Context: an optimization exercise on an open-source flow, tuned for small area. The choices shown serve that exercise and are no tape-out recipe.
The RTL was checked by simulation tests, not by an equivalence proof against the original design.
Power and IR drop assume default switching activity.

### constraint.sdc
create_clock -name core_clock -period 40.0 [get_ports {clk_i}]
set_input_delay 8.0000 -clock core_clock [delete_from_list [all_inputs] [get_ports {clk_i}]]
set_output_delay 8.0000 -clock core_clock [all_outputs]
set_load 0.01 [all_outputs]
### config.mk
export PLATFORM = sky130hd
export DESIGN_NAME = Classic_Pong_Top
export DESIGN_NICKNAME = Classic_Pong_Top
export VERILOG_FILES = /design/flow/design.v
export SDC_FILE = /design/flow/constraint.sdc
export NUM_CORES = 4
export LEC_CHECK = 0
export CAP_MARGIN = 20
export CORE_MARGIN = 2
export CORE_UTILIZATION = 40
export PLACE_DENSITY = 0.6
export SLEW_MARGIN = 20
### design.v
module VGA_Sync_Count #(
    parameter TOTAL_COLS = 800,
    parameter TOTAL_ROWS = 525
) (
    input clk_i,
    input rst_i,
    input Hsync_i,
    input Vsync_i,
    output reg Hsync_o,
    output reg Vsync_o,
    output reg [9:0] col_count_o,
    output reg [9:0] row_count_o
);
    wire frame_start_w;
    always@(posedge clk_i)
    begin
        if (rst_i)
        begin
            Vsync_o <= 1'b0;
            Hsync_o <= 1'b0;
        end
        else
        begin
            Vsync_o <= Vsync_i;
            Hsync_o <= Hsync_i;
        end
    end
    always @(posedge clk_i) 
    begin
        if (rst_i || frame_start_w == 1'b1)
        begin
            col_count_o <= 0;
            row_count_o <= 0;
        end
        else
        begin
            if (col_count_o == TOTAL_COLS - 1)
            begin
                if (row_count_o == TOTAL_ROWS - 1)
                begin
                    row_count_o <= 0;
                end
                else
                begin
                    row_count_o <= row_count_o + 1;
                end
                col_count_o <= 0;
            end
            else
            begin
                col_count_o <= col_count_o + 1;                
            end
        end
    end
    assign frame_start_w = (~Vsync_o & Vsync_i);
endmodule
module VGA_Sync_Pulse #(
    parameter TOTAL_COLS = 800, 
    parameter TOTAL_ROWS = 525, 
    parameter ACTIVE_COLS = 640, 
    parameter ACTIVE_ROWS = 480
) (
    input clk_i,
    input rst_i,
    output Hsync_o,
    output Vsync_o,
    output reg [9:0] col_count_o,
    output reg [9:0] row_count_o
);
    always@(posedge clk_i)
    begin
        if (rst_i)
        begin
            col_count_o <= 0;
            row_count_o <= 0;
        end
        else if (col_count_o == TOTAL_COLS - 1)
        begin
            col_count_o <= 0;
            if (row_count_o == TOTAL_ROWS - 1)
                row_count_o <= 0;
            else
                row_count_o <= row_count_o + 1;
        end
        else
            col_count_o <= col_count_o + 1;
    end
    assign Hsync_o = col_count_o < ACTIVE_COLS - 1 ? 1'b1 : 1'b0;
    assign Vsync_o = row_count_o < ACTIVE_ROWS - 1 ? 1'b1 : 1'b0;
endmodule 
module VGA_Sync_Porch #(
    parameter VIDEO_WIDTH = 3,
    parameter TOTAL_COLS = 3,
    parameter TOTAL_ROWS = 3,
    parameter ACTIVE_COLS = 2,
    parameter ACTIVE_ROWS = 2
) (
    input clk_i,
    input rst_i,
    input Hsync_i,
    input Vsync_i,
    input [VIDEO_WIDTH-1:0] red_video_i,
    input [VIDEO_WIDTH-1:0] grn_video_i,
    input [VIDEO_WIDTH-1:0] blu_video_i,
    output reg Hsync_o,
    output reg Vsync_o,
    output reg [VIDEO_WIDTH-1:0] red_video_o,
    output reg [VIDEO_WIDTH-1:0] grn_video_o,
    output reg [VIDEO_WIDTH-1:0] blu_video_o
);
    parameter FRONT_PORCH_HORIZ = 18;
    parameter BACK_PORCH_HORIZ = 50;
    parameter FRONT_PORCH_VERT = 10;
    parameter BACK_PORCH_VERT = 33;
    wire Hsync_w;
    wire Vsync_w;
    wire [9:0] col_count_w;
    wire [9:0] row_count_w;
    reg [VIDEO_WIDTH-1:0] red_video_r;
    reg [VIDEO_WIDTH-1:0] grn_video_r;
    reg [VIDEO_WIDTH-1:0] blu_video_r;
    VGA_Sync_Count #(.TOTAL_COLS(TOTAL_COLS),
                  .TOTAL_ROWS(TOTAL_ROWS)) VGA_Sync_Count_Inst 
    (
        .clk_i(clk_i),
        .rst_i(rst_i),
        .Hsync_i(Hsync_i),
        .Vsync_i(Vsync_i),
        .Hsync_o(Hsync_w),
        .Vsync_o(Vsync_w),
        .col_count_o(col_count_w),
        .row_count_o(row_count_w)
    );
    always @(posedge clk_i) 
    begin
        if (rst_i)
        begin
            Hsync_o <= 1'b0;
            Vsync_o <= 1'b0;
        end
        else
        begin
        if ((col_count_w < FRONT_PORCH_HORIZ + ACTIVE_COLS) || (col_count_w > TOTAL_COLS - BACK_PORCH_HORIZ - 1))
            Hsync_o <= 1'b1;
        else
            Hsync_o <= Hsync_w;
        if ((row_count_w < FRONT_PORCH_VERT + ACTIVE_ROWS) || (row_count_w > TOTAL_ROWS - BACK_PORCH_VERT - 1))
            Vsync_o <= 1'b1;
        else
            Vsync_o <= Vsync_w;
        end
    end
    always @(posedge clk_i) 
    begin
        if (rst_i)
        begin
            red_video_r <= 0;
            grn_video_r <= 0;
            blu_video_r <= 0;
            red_video_o <= 0;
            grn_video_o <= 0;
            blu_video_o <= 0;
        end
        else
        begin
        red_video_r <= red_video_i;
        grn_video_r <= grn_video_i;
        blu_video_r <= blu_video_i;
        red_video_o <= red_video_r;
        grn_video_o <= grn_video_r;
        blu_video_o <= blu_video_r;
        end
    end
endmodule
module Debounced_Switch #(parameter DEBOUNCE_LIMIT = 250000) (
    input clk_i,
    input rst_i, 
    input sw_i, 
    output sw_o 
);
    reg state_r;
    reg [$clog2(DEBOUNCE_LIMIT)-1:0] count_r;
    always @(posedge clk_i)
    begin
        if (rst_i)
            begin
                count_r <= 0;
                state_r <= 1'b0;
            end
        else if (sw_i != state_r && count_r < DEBOUNCE_LIMIT)
            count_r <= count_r + 1;  
        else if(count_r == DEBOUNCE_LIMIT)
            begin
                count_r <= 0;
                state_r <= sw_i;
            end
        else
            count_r <= 0;
   	end
    assign sw_o = state_r;
endmodule
module UART_RX #(parameter CLKS_PER_BIT = 217) (
    input clk_i,
    input rst_i,
    input rx_serial_i,
    output rx_dv_o,
    output [7:0] rx_byte_o
);
    parameter IDLE = 3'b000;
    parameter RX_START_BIT = 3'b001;
    parameter RX_DATA_BITS = 3'b010;
    parameter RX_STOP_BITS = 3'b011;
    parameter CLEANUP = 3'b100;
    reg [7:0] clk_count_r;
    reg [2:0] bit_index_r;
    reg [7:0] rx_byte_r;
    reg rx_dv_r;
    reg [2:0] state_r;
    always @(posedge clk_i) 
    begin
        if (rst_i)
        begin
            state_r <= IDLE;
            rx_dv_r <= 1'b0;
            clk_count_r <= 0;
            bit_index_r <= 0;
        end
        else
        case (state_r)
            IDLE : 
                begin
                    rx_dv_r <= 1'b0;
                    clk_count_r <= 0;
                    bit_index_r <= 0;
                    if (rx_serial_i == 1'b0)
                        state_r <= RX_START_BIT;
                    else
                        state_r <= IDLE;
                end
            RX_START_BIT :
                begin
                    if (clk_count_r == (CLKS_PER_BIT - 1) / 2)
                    begin
                        if (rx_serial_i == 1'b0)
                        begin
                            clk_count_r <= 0;
                            state_r <= RX_DATA_BITS;
                        end
                        else
                            state_r <= IDLE;
                    end
                    else
                    begin
                        clk_count_r <= clk_count_r + 1;
                        state_r <= RX_START_BIT;
                    end
                end
            RX_DATA_BITS :
                begin
                    if (clk_count_r < CLKS_PER_BIT - 1)
                    begin
                        clk_count_r <= clk_count_r + 1;
                        state_r <= RX_DATA_BITS;
                    end
                    else
                    begin
                        clk_count_r <= 0;
                        rx_byte_r[bit_index_r] <= rx_serial_i;
                        if (bit_index_r < 7)
                        begin
                            bit_index_r <= bit_index_r + 1;
                            state_r <= RX_DATA_BITS;
                        end
                        else
                        begin
                            bit_index_r <= 0;
                            state_r <= RX_STOP_BITS;
                        end
                    end
                end
            RX_STOP_BITS :
                begin
                    if (clk_count_r < CLKS_PER_BIT - 1)
                    begin
                        clk_count_r <= clk_count_r + 1;
                        state_r <= RX_STOP_BITS;
                    end           
                    else
                    begin
                        rx_dv_r <= 1'b1;
                        clk_count_r <= 0;
                        state_r <= CLEANUP;
                    end
                end
            CLEANUP :
                begin
                    state_r <= IDLE;
                    rx_dv_r <= 1'b0;
                end
            default: 
                state_r <= IDLE;
        endcase
    end
    assign rx_dv_o = rx_dv_r;
    assign rx_byte_o = rx_byte_r;
endmodule
module Pong_Paddle_Ctl #(
    parameter PLAYER_PADDLE_X = 0,
    parameter PADDLE_HEIGHT = 6,
    parameter GAME_HEIGHT = 30 
) (
        input clk_i,
        input rst_i,
        input [5:0] col_count_div_i,
        input [5:0] row_count_div_i,
        input Paddle_Up_i,
        input Paddle_Down_i,
        output reg Draw_Paddle_o,
        output reg [5:0] Paddle_Y_o 
);
    parameter PADDLE_SPEED = 1250000;  
    reg [31:0] Paddle_Count_r;
    wire Paddle_Count_en;
    assign Paddle_Count_en = Paddle_Up_i ^ Paddle_Down_i;
    always @(posedge clk_i) 
    begin
        if (rst_i)
        begin
            Paddle_Count_r <= 0;
            Paddle_Y_o <= (GAME_HEIGHT - PADDLE_HEIGHT) / 2;
        end
        else
        begin
        if (Paddle_Count_en == 1'b1)
        begin
            if (Paddle_Count_r == PADDLE_SPEED)
                Paddle_Count_r <= 0;
            else
                Paddle_Count_r <= Paddle_Count_r + 1;
        end
        if (Paddle_Up_i == 1'b1 && Paddle_Count_r == PADDLE_SPEED && Paddle_Y_o !== 0)
            Paddle_Y_o <= Paddle_Y_o - 1;
        else if (Paddle_Down_i == 1'b1 && Paddle_Count_r == PADDLE_SPEED && Paddle_Y_o !== GAME_HEIGHT - PADDLE_HEIGHT - 1)
            Paddle_Y_o <= Paddle_Y_o + 1;
        end
    end
    always @(posedge clk_i) 
    begin
        if (rst_i)
            Draw_Paddle_o <= 1'b0;
        else if (col_count_div_i == PLAYER_PADDLE_X && row_count_div_i >= Paddle_Y_o && row_count_div_i <= Paddle_Y_o + PADDLE_HEIGHT)
            Draw_Paddle_o <= 1'b1;
        else
            Draw_Paddle_o <= 1'b0;
    end
endmodule
module Pong_Ball_Ctl #(
    parameter GAME_WIDTH = 40,
    parameter GAME_HEIGHT = 30 
) (
    input clk_i,
    input rst_i,
    input Game_Active_i,
    input [5:0] col_count_div_i,
    input [5:0] row_count_div_i,
    output reg Draw_Ball_o,
    output reg [5:0] Ball_X_o,
    output reg [5:0] Ball_Y_o 
);
    parameter BALL_SPEED = 1250000;
    reg [5:0] Ball_X_prev_r;
    reg [5:0] Ball_Y_prev_r;
    reg [31:0] Ball_Count_r;
    always @(posedge clk_i) 
    begin
        if (rst_i)
        begin
            Ball_X_o <= GAME_WIDTH / 2;
            Ball_Y_o <= GAME_HEIGHT / 2;
            Ball_X_prev_r <= (GAME_WIDTH / 2) + 1;
            Ball_Y_prev_r <= (GAME_HEIGHT / 2) + 1;
            Ball_Count_r <= 0;
        end
        else if (Game_Active_i == 1'b0)
        begin
            Ball_X_o <= GAME_WIDTH / 2;
            Ball_Y_o <= GAME_HEIGHT / 2;
            Ball_X_prev_r <= (GAME_WIDTH / 2) + 1;
            Ball_Y_prev_r <= (GAME_HEIGHT / 2) + 1;
        end
        else
        begin
            if (Ball_Count_r < BALL_SPEED)
                Ball_Count_r <= Ball_Count_r + 1;
            else
            begin
                Ball_Count_r <= 0;
                Ball_X_prev_r <= Ball_X_o;
                Ball_Y_prev_r <= Ball_Y_o;
                if ((Ball_X_prev_r < Ball_X_o && Ball_X_o == GAME_WIDTH-1) || (Ball_X_prev_r > Ball_X_o && Ball_X_o != 0))
                    Ball_X_o <= Ball_X_o - 1;  
                else 
                    Ball_X_o <= Ball_X_o + 1;  
                if ((Ball_Y_prev_r < Ball_Y_o && Ball_Y_o == GAME_HEIGHT-1) || (Ball_Y_prev_r > Ball_Y_o && Ball_Y_o != 0))
                    Ball_Y_o <= Ball_Y_o - 1;  
                else 
                    Ball_Y_o <= Ball_Y_o + 1;  
            end
        end
    end
    always @(posedge clk_i) 
    begin
        if (rst_i)
            Draw_Ball_o <= 1'b0;
        else if (col_count_div_i == Ball_X_o && row_count_div_i == Ball_Y_o)
            Draw_Ball_o <= 1'b1;
        else
            Draw_Ball_o <= 1'b0;
    end
endmodule
module Pong_Top #(
    parameter TOTAL_COLS = 800, 
    parameter TOTAL_ROWS = 525, 
    parameter ACTIVE_COLS = 640, 
    parameter ACTIVE_ROWS = 480
) (
    input clk_i,
    input rst_i,
    input Hsync_i,
    input Vsync_i,
    input Game_Start_i, 
    input Paddle_Up_P1_i,
    input Paddle_Down_P1_i,
    input Paddle_Up_P2_i,
    input Paddle_Down_P2_i,
    output reg Hsync_o,
    output reg Vsync_o,
    output [2:0] Red_Video_o,
    output [2:0] Grn_Video_o,
    output [2:0] Blu_Video_o
);
    parameter GAME_WIDTH = 40;
    parameter GAME_HEIGHT = 30;
    parameter SCORE_LIMIT = 9;
    parameter PADDLE_HEIGHT = 6;
    parameter PADDLE_COL_P1 = 0;
    parameter PADDLE_COL_P2 = GAME_WIDTH - 1;  
    parameter IDLE = 3'b000;
    parameter RUNNING = 3'b001;
    parameter P1_Wins = 3'b010;
    parameter P2_Wins = 3'b011;
    parameter CLEANUP = 3'b100;
    reg [2:0] state_r;
    wire Hsync_w, Vsync_w;
    wire [9:0] col_count_w, row_count_w;
    wire Draw_Paddle_P1_w, Draw_Paddle_P2_w; 
    wire [5:0] Paddle_Y_P1_w, Paddle_Y_P2_w;
    wire Draw_Ball_w, Draw_Any_w;
    wire [5:0] Ball_X_w, Ball_Y_w;
    reg [3:0] P1_Score_r;
    reg [3:0] P2_Score_r;
    wire [5:0] col_count_div_w, row_count_div_w;
    VGA_Sync_Count #(.TOTAL_COLS(TOTAL_COLS),
                  .TOTAL_ROWS(TOTAL_ROWS)) VGA_Sync_Count_Inst 
    (
        .clk_i(clk_i),
        .rst_i(rst_i),
        .Hsync_i(Hsync_i),
        .Vsync_i(Vsync_i),
        .Hsync_o(Hsync_w),
        .Vsync_o(Vsync_w),
        .col_count_o(col_count_w),
        .row_count_o(row_count_w)
    );
    always @(posedge clk_i) 
    begin
        if (rst_i)
        begin
            Hsync_o <= 1'b0;
            Vsync_o <= 1'b0;
        end
        else
        begin
            Hsync_o <= Hsync_w;
            Vsync_o <= Vsync_w;
        end
    end
    assign col_count_div_w = col_count_w[9:4];
    assign row_count_div_w = row_count_w[9:4];
    Pong_Paddle_Ctl #(
        .PLAYER_PADDLE_X(PADDLE_COL_P1),
        .GAME_HEIGHT(GAME_HEIGHT)
    ) P1_Inst (
        .clk_i(clk_i),
        .rst_i(rst_i),
        .col_count_div_i(col_count_div_w),
        .row_count_div_i(row_count_div_w),
        .Paddle_Up_i(Paddle_Up_P1_i),
        .Paddle_Down_i(Paddle_Down_P1_i),
        .Draw_Paddle_o(Draw_Paddle_P1_w),
        .Paddle_Y_o(Paddle_Y_P1_w) 
    );
    Pong_Paddle_Ctl #(
        .PLAYER_PADDLE_X(PADDLE_COL_P2),
        .GAME_HEIGHT(GAME_HEIGHT)
        ) P2_Inst (
        .clk_i(clk_i),
        .rst_i(rst_i),
        .col_count_div_i(col_count_div_w),
        .row_count_div_i(row_count_div_w),
        .Paddle_Up_i(Paddle_Up_P2_i),
        .Paddle_Down_i(Paddle_Down_P2_i),
        .Draw_Paddle_o(Draw_Paddle_P2_w),
        .Paddle_Y_o(Paddle_Y_P2_w) 
    );
    wire Game_Active_w;
    Pong_Ball_Ctl Ball_Inst (
        .clk_i(clk_i),
        .rst_i(rst_i),
        .Game_Active_i(Game_Active_w),
        .col_count_div_i(col_count_div_w),
        .row_count_div_i(row_count_div_w),
        .Draw_Ball_o(Draw_Ball_w),
        .Ball_X_o(Ball_X_w),
        .Ball_Y_o(Ball_Y_w) 
    );
    always @(posedge clk_i) 
    begin
        if (rst_i)
        begin
            state_r <= IDLE;
            P1_Score_r <= 0;
            P2_Score_r <= 0;
        end
        else
        case (state_r)
            IDLE : 
            begin
                if (Game_Start_i == 1'b1)
                    state_r <= RUNNING;
            end
            RUNNING : 
            begin
                if (Ball_X_w == 0 && (Ball_Y_w < Paddle_Y_P1_w || Ball_Y_w > Paddle_Y_P1_w + PADDLE_HEIGHT))
                    state_r <= P2_Wins;
                else if (Ball_X_w == GAME_WIDTH-1 && (Ball_Y_w < Paddle_Y_P2_w || Ball_Y_w > Paddle_Y_P2_w + PADDLE_HEIGHT))
                    state_r <= P1_Wins;
            end
            P1_Wins : 
            begin
                if (P1_Score_r == SCORE_LIMIT - 1)
                    P1_Score_r <= 0;
                else
                begin
                    P1_Score_r <= P1_Score_r + 1;
                    state_r <= CLEANUP;
                end
            end
            P2_Wins : 
            begin
                if (P2_Score_r == SCORE_LIMIT - 1)
                    P2_Score_r <= 0;
                else
                begin
                    P2_Score_r <= P2_Score_r + 1;
                    state_r <= CLEANUP;
                end
            end
            CLEANUP :
                state_r <= IDLE;
        endcase
    end
    assign Game_Active_w = (state_r == RUNNING) ? 1'b1 : 1'b0;
    assign Draw_Any_w = Draw_Ball_w | Draw_Paddle_P1_w | Draw_Paddle_P2_w;
    assign Red_Video_o = Draw_Any_w ? 4'b1111 : 4'b0000;
    assign Grn_Video_o = Draw_Any_w ? 4'b1111 : 4'b0000;
    assign Blu_Video_o = Draw_Any_w ? 4'b1111 : 4'b0000;
endmodule
module Classic_Pong_Top (
    input clk_i,
    input rst_i,
    input UART_RX_i,
    input sw1_i,
    input sw2_i,
    input sw3_i,
    input sw4_i,
    output VGA_Hsync_o,
    output VGA_Vsync_o,
    output VGA_Red_0_o,
    output VGA_Red_1_o,
    output VGA_Red_2_o,
    output VGA_Grn_0_o,
    output VGA_Grn_1_o,
    output VGA_Grn_2_o,
    output VGA_Blu_0_o,
    output VGA_Blu_1_o,
    output VGA_Blu_2_o
);
    parameter CLKS_PER_BIT = 217;
    parameter VIDEO_WIDTH = 3;  
    parameter TOTAL_COLS = 800;
    parameter TOTAL_ROWS = 525;
    parameter ACTIVE_COLS = 640;
    parameter ACTIVE_ROWS = 480;
    wire [VIDEO_WIDTH-1:0] Red_Video_Pong_w, Red_Video_Porch_w;
    wire [VIDEO_WIDTH-1:0] Grn_Video_Pong_w, Grn_Video_Porch_w;
    wire [VIDEO_WIDTH-1:0] Blu_Video_Pong_w, Blu_Video_Porch_w;
    wire rx_dv_w;
    UART_RX #(.CLKS_PER_BIT(CLKS_PER_BIT)) UART_RX_Inst
    (
        .clk_i(clk_i),
        .rst_i(rst_i),
        .rx_serial_i(UART_RX_i),
        .rx_dv_o(rx_dv_w),
        .rx_byte_o()
    );
    wire Hsync_w, Vsync_w;
    VGA_Sync_Pulse #( 
        .TOTAL_COLS(TOTAL_COLS),
        .TOTAL_ROWS(TOTAL_ROWS),
        .ACTIVE_COLS(ACTIVE_COLS),
        .ACTIVE_ROWS(ACTIVE_ROWS) 
    ) VGA_Sync_Inst (
        .clk_i(clk_i),
        .rst_i(rst_i),
        .Hsync_o(Hsync_w),
        .Vsync_o(Vsync_w),
        .col_count_o(),
        .row_count_o()
    );
    wire sw1_w, sw2_w, sw3_w, sw4_w;
    Debounced_Switch sw_1 (
        .clk_i(clk_i),
        .rst_i(rst_i),
        .sw_i(sw1_i),
        .sw_o(sw1_w)
    );
    Debounced_Switch sw_2 (
        .clk_i(clk_i),
        .rst_i(rst_i),
        .sw_i(sw2_i),
        .sw_o(sw2_w)
    );
    Debounced_Switch sw_3 (
        .clk_i(clk_i),
        .rst_i(rst_i),
        .sw_i(sw3_i),
        .sw_o(sw3_w)
    );
    Debounced_Switch sw_4 (
        .clk_i(clk_i),
        .rst_i(rst_i),
        .sw_i(sw4_i),
        .sw_o(sw4_w)
    );
    wire Hsync_Pong_w, Vsync_Pong_w;
    Pong_Top #( 
        .TOTAL_COLS(TOTAL_COLS),
        .TOTAL_ROWS(TOTAL_ROWS),
        .ACTIVE_COLS(ACTIVE_COLS),
        .ACTIVE_ROWS(ACTIVE_ROWS) ) 
    Pong_Top_Inst (
        .clk_i(clk_i),
        .rst_i(rst_i),
        .Hsync_i(Hsync_w),
        .Vsync_i(Vsync_w),
        .Game_Start_i(rx_dv_w),
        .Paddle_Up_P1_i(sw1_w),
        .Paddle_Down_P1_i(sw2_w),
        .Paddle_Up_P2_i(sw3_w),
        .Paddle_Down_P2_i(sw4_w),
        .Hsync_o(Hsync_Pong_w),
        .Vsync_o(Vsync_Pong_w),
        .Red_Video_o(Red_Video_Pong_w),
        .Grn_Video_o(Grn_Video_Pong_w),
        .Blu_Video_o(Blu_Video_Pong_w)
    );
    wire Hsync_porch_w, Vsync_porch_w;
    VGA_Sync_Porch #(
        .VIDEO_WIDTH(VIDEO_WIDTH),   
        .TOTAL_COLS(TOTAL_COLS),
        .TOTAL_ROWS(TOTAL_ROWS),
        .ACTIVE_COLS(ACTIVE_COLS),
        .ACTIVE_ROWS(ACTIVE_ROWS)
    ) VGA_Sync_Porch_Inst (
        .clk_i(clk_i),
        .rst_i(rst_i),
        .Hsync_i(Hsync_Pong_w),
        .Vsync_i(Vsync_Pong_w),
        .red_video_i(Red_Video_Pong_w),
        .grn_video_i(Grn_Video_Pong_w),
        .blu_video_i(Blu_Video_Pong_w),
        .Hsync_o(Hsync_porch_w),
        .Vsync_o(Vsync_porch_w),
        .red_video_o(Red_Video_Porch_w),
        .grn_video_o(Grn_Video_Porch_w),
        .blu_video_o(Blu_Video_Porch_w)
    );
    assign VGA_Hsync_o = Hsync_porch_w;
    assign VGA_Vsync_o = Vsync_porch_w;
    assign { VGA_Red_2_o, VGA_Red_1_o, VGA_Red_0_o } = Red_Video_Porch_w; 
    assign { VGA_Grn_2_o, VGA_Grn_1_o, VGA_Grn_0_o } = Grn_Video_Porch_w; 
    assign { VGA_Blu_2_o, VGA_Blu_1_o, VGA_Blu_0_o } = Blu_Video_Porch_w; 
endmodule
### run.sh
#!/bin/bash
# synth_recipe.tcl (not shown) runs the flow's synth.tcl, then flattens the netlist and writes it again
# the make line also repeats each setting of config.mk as NAME=value (left out here)
make -C /OpenROAD-flow-scripts/flow DESIGN_CONFIG=/design/flow/config.mk WORK_HOME=/design/flow/orfs CLKGATE_MAP_FILE= SYNTH_SCRIPT=/design/flow/synth_recipe.tcl finish
==> run notes <==
[registers in the layout (all words and copies together) (netlist names), 6 cells and up]
name and count:
Pong_Top_Inst.Ball_Inst.Ball_X_prev_r 6, VGA_Sync_Porch_Inst.VGA_Sync_Count_Inst.row_count_o 10, Pong_Top_Inst.VGA_Sync_Count_Inst.col_count_o 10, sw_2.count_r 18, VGA_Sync_Inst.row_count_o 10, Pong_Top_Inst.Ball_Inst.Ball_Y_o 6
Pong_Top_Inst.P2_Inst.Paddle_Y_o 6, Pong_Top_Inst.Ball_Inst.Ball_Count_r 32, sw_3.count_r 18, UART_RX_Inst.clk_count_r 8, sw_4.count_r 18, sw_1.count_r 18
Pong_Top_Inst.P1_Inst.Paddle_Count_r 32, Pong_Top_Inst.VGA_Sync_Count_Inst.row_count_o 10, Pong_Top_Inst.P1_Inst.Paddle_Y_o 6, VGA_Sync_Porch_Inst.VGA_Sync_Count_Inst.col_count_o 10, VGA_Sync_Inst.col_count_o 10, Pong_Top_Inst.Ball_Inst.Ball_Y_prev_r 6
Pong_Top_Inst.Ball_Inst.Ball_X_o 6, Pong_Top_Inst.P2_Inst.Paddle_Count_r 32
[area by class of cell]
cell class                      count  share of cell area
Sequential cell                   307               0.352
Multi-Input combinational cell   1406               0.518
Timing Repair Buffer               25              0.0129
Clock buffer                       53              0.0587
Tap cell                          518              0.0371
Inverter                           79              0.0170
Clock inverter                      8             0.00430
[through the flow]
step            util  power (µW)
4_1_cts        0.451         640
5_1_grt        0.451         653
3_5_place_dp   0.422         327
2_1_floorplan      -         323
3_3_place_gp   0.422         327
6_report       0.451         628
[final timing paths]
| path | start | to | slack (ps) | depth (start not counted) |
|---|---|---|---|---|
| worst max-delay path | rst_i | register | 30270 | 7 |
| worst min-delay path | VGA_Sync_Inst.col_count_o[0] | VGA_Sync_Inst.col_count_o[0] | 460 | 1 |
| worst max register to register | Pong_Top_Inst.Ball_Inst.Ball_Y_o[3] | Pong_Top_Inst.Ball_Inst.Ball_Y_o[5] | 36190 | 15 |
| worst min register to register | VGA_Sync_Inst.col_count_o[0] | VGA_Sync_Inst.col_count_o[0] | 460 | 1 |
[layout by cell type (no fill, tap or decap), drive strengths merged, types with 12 or more instances in the layout]
cell type      instances
inv                   81
nor3                  32
nor4                  22
clkdlybuf4s50         16
nor2b                 22
o211ai                19
nand2b                15
a31oi                 12
a21o                  12
xnor2                 95
clkbuf                53
mux2i                 19
o21ai                 42
nand2                128
or3                   21
a21oi                 69
nor2                 332
nand3                 89
and3                  39
xor2                 141
ha                   101
dfxtp                307
nand4                 59
and4                  14
[kinds of logic after synthesis]
family | Yosys count | share of synthesized area
AO/OA/AOI/OAI | 211 | 0.0858
adder cells (fa/ha/maj) | 106 | 0.0862
flip-flops | 307 | 0.391
AND/OR/NAND/NOR | 833 | 0.259
XOR/XNOR | 236 | 0.132
multiplexers | 20 | 0.0128
buffers and inverters | 132 | 0.0336
[per-layer routing]
metal,share of wire,global-route usage
met5,0,0
met4,0.021,0.0448
met3,0.033,0.0305
met2,0.45,0.257
met1,0.49,0.207
[where the power goes]
group          switching (µW)  internal (µW)  leakage (µW)
Clock                     130            178      0.000533
Sequential               1.57            307       0.00248
Combinational            7.62           3.28       0.00353
Total                     139            489       0.00654
==> results.ini <==
[global_route]
antenna_found_initial = 0
grt_pass1_vias = 11620
grt-ovfl-total = 0
grt_pass1_wl_mm = 54.4
grt_start_max_net_pins = 54
track_usage = 0.156

[setup_path]
cp_cell_sequence = buf_2 > buf_4 > inv_2 > o21ai_1 > nor2_1 > nor2_1 > nor2_1
cp_top_family = buffers and inverters
path_class = primary input to register
cp-start-kind = primary input
slowest_delay_ps = 520
critPathMaxFanout = 53
cp-end-kind = register
cp_slowest_cell = buf_4
crit_top_cell = nor2_1
crit_buf_inv = 3
worstPathArrival_ps = 10140
crit_required_ps = 40420

[yosys]
ys_seq_elements = 307
syn_area_um2 = 15700
synth-seq-area-share = 0.391
yosys.cell_types.count = 77
synth_largest_area_cell = dfxtp_1
synth.most_common_cell = nor2_1
synth_area_leaders = dfxtp_1 39%, ha_1 8.0%, nor2_1 7.9%, xor2_1 7.9%, xnor2_1 5.3%
synth_edf_count = 0
synth_cells = 1845
yosysTopAreaCellShare = 0.391
async_flop_share = 0
synthFlopType = dfxtp_1
yosys_warnings = 9
synth_nets = 1957
synthTopCellsByCount = 332 x nor2_1, 307 x dfxtp_1, 141 x xor2_1
synth.avg_cell_area_um2 = 8.51

[drt]
totalWireLength_mm = 31.6
avgRoutedWirePerCell_um = 13.2
drc = 0
antenna_left = 0
drtIter0Drc = 598
first_pass_iters = 5
num_vias = 12278
vias_per_cell = 5.12

[floorplan]
dieArea_um2 = 40900
rows = 72
die_h_um = 202
ios = 18
start_util = 0.405
die_width_um = 202
core_um2 = 38700

[placement]
place_hpwl_mm = 21.6
place.gp.congestion = 0.821
io_buffer_count = 17
dp_slack_ps = 29660
placedCellCount = 2335
placed_area_um2 = 16400

[cells_and_area]
fin_area_um2 = 17500
multi_input_area_um2 = 9050
drive_above_1_share = 0.0431
fin_cells = 2396
n_fill_cell = 3835
n_antenna_cell = 0
fin_nets = 1967
seq_area_um2 = 6150
syn_to_final_growth_pct = 11.2

[cts]
numClockSinks = 307
clockBufferDepth = 3
cts_resized = 0
cts_buffers = 36
cts_tree = done
clk_latency_ps = 560
hold_buffers = 0
clockRootBuffer = clkbuf_16
clk_pin_slew_ps = 60
htree_levels = 2
post-cts-setup-buffer-count = 0

[sta]
worst_slew_pin_slew_ps = 1040
fin_skew_ps = 22.2
drv_slew = 0
fmax_ghz = 0.103
finalSetupViolCount = 0
tns_ps = 0
timing.hold.ws_ps = 459
period_needed_ps = 9730
relSlewSlack = 0.307
finalHoldViolCount = 0
rsz0062_at_grt = no
fin_ws_ps = 30270
final.period_utilization = 0.243

[power]
p_per_area_nw_per_um2 = 36.0
power_leakage_uw = 0.00654
peakVddDrop_v = 0.0000271

[worst_hold_path]
hold_path_class = register to register

[status]
outcome = complete, no violations

[job]
cap_violations = 0

==> what the ideal ports hide <==
Ports are ideal in the flow. The routed layout listed here was re-timed in OpenROAD. Step 1: set_driving_cell puts a clkbuf_16 on clk_i and a buf_2 on each other input, an assumption about the parent block. Step 2 adds t to the input delays and takes it off the output delays; t is the mean of the earliest and latest rising clock arrival at the registers after step 1. Input paths then give back, and output paths get back, about the clock's delay inside the block. a / b / c = ideal / step 1 / step 2; a / b = the first two.
shift t [ns]: 0.595
slack for setup (ns): 30.272 / 30.304 / 29.709
worst setup path after step 2: input to register
After both steps setup and hold are still met in this run. The setup slack of this run moves by +0.032 ns with the drivers and by -0.563 ns with both steps.
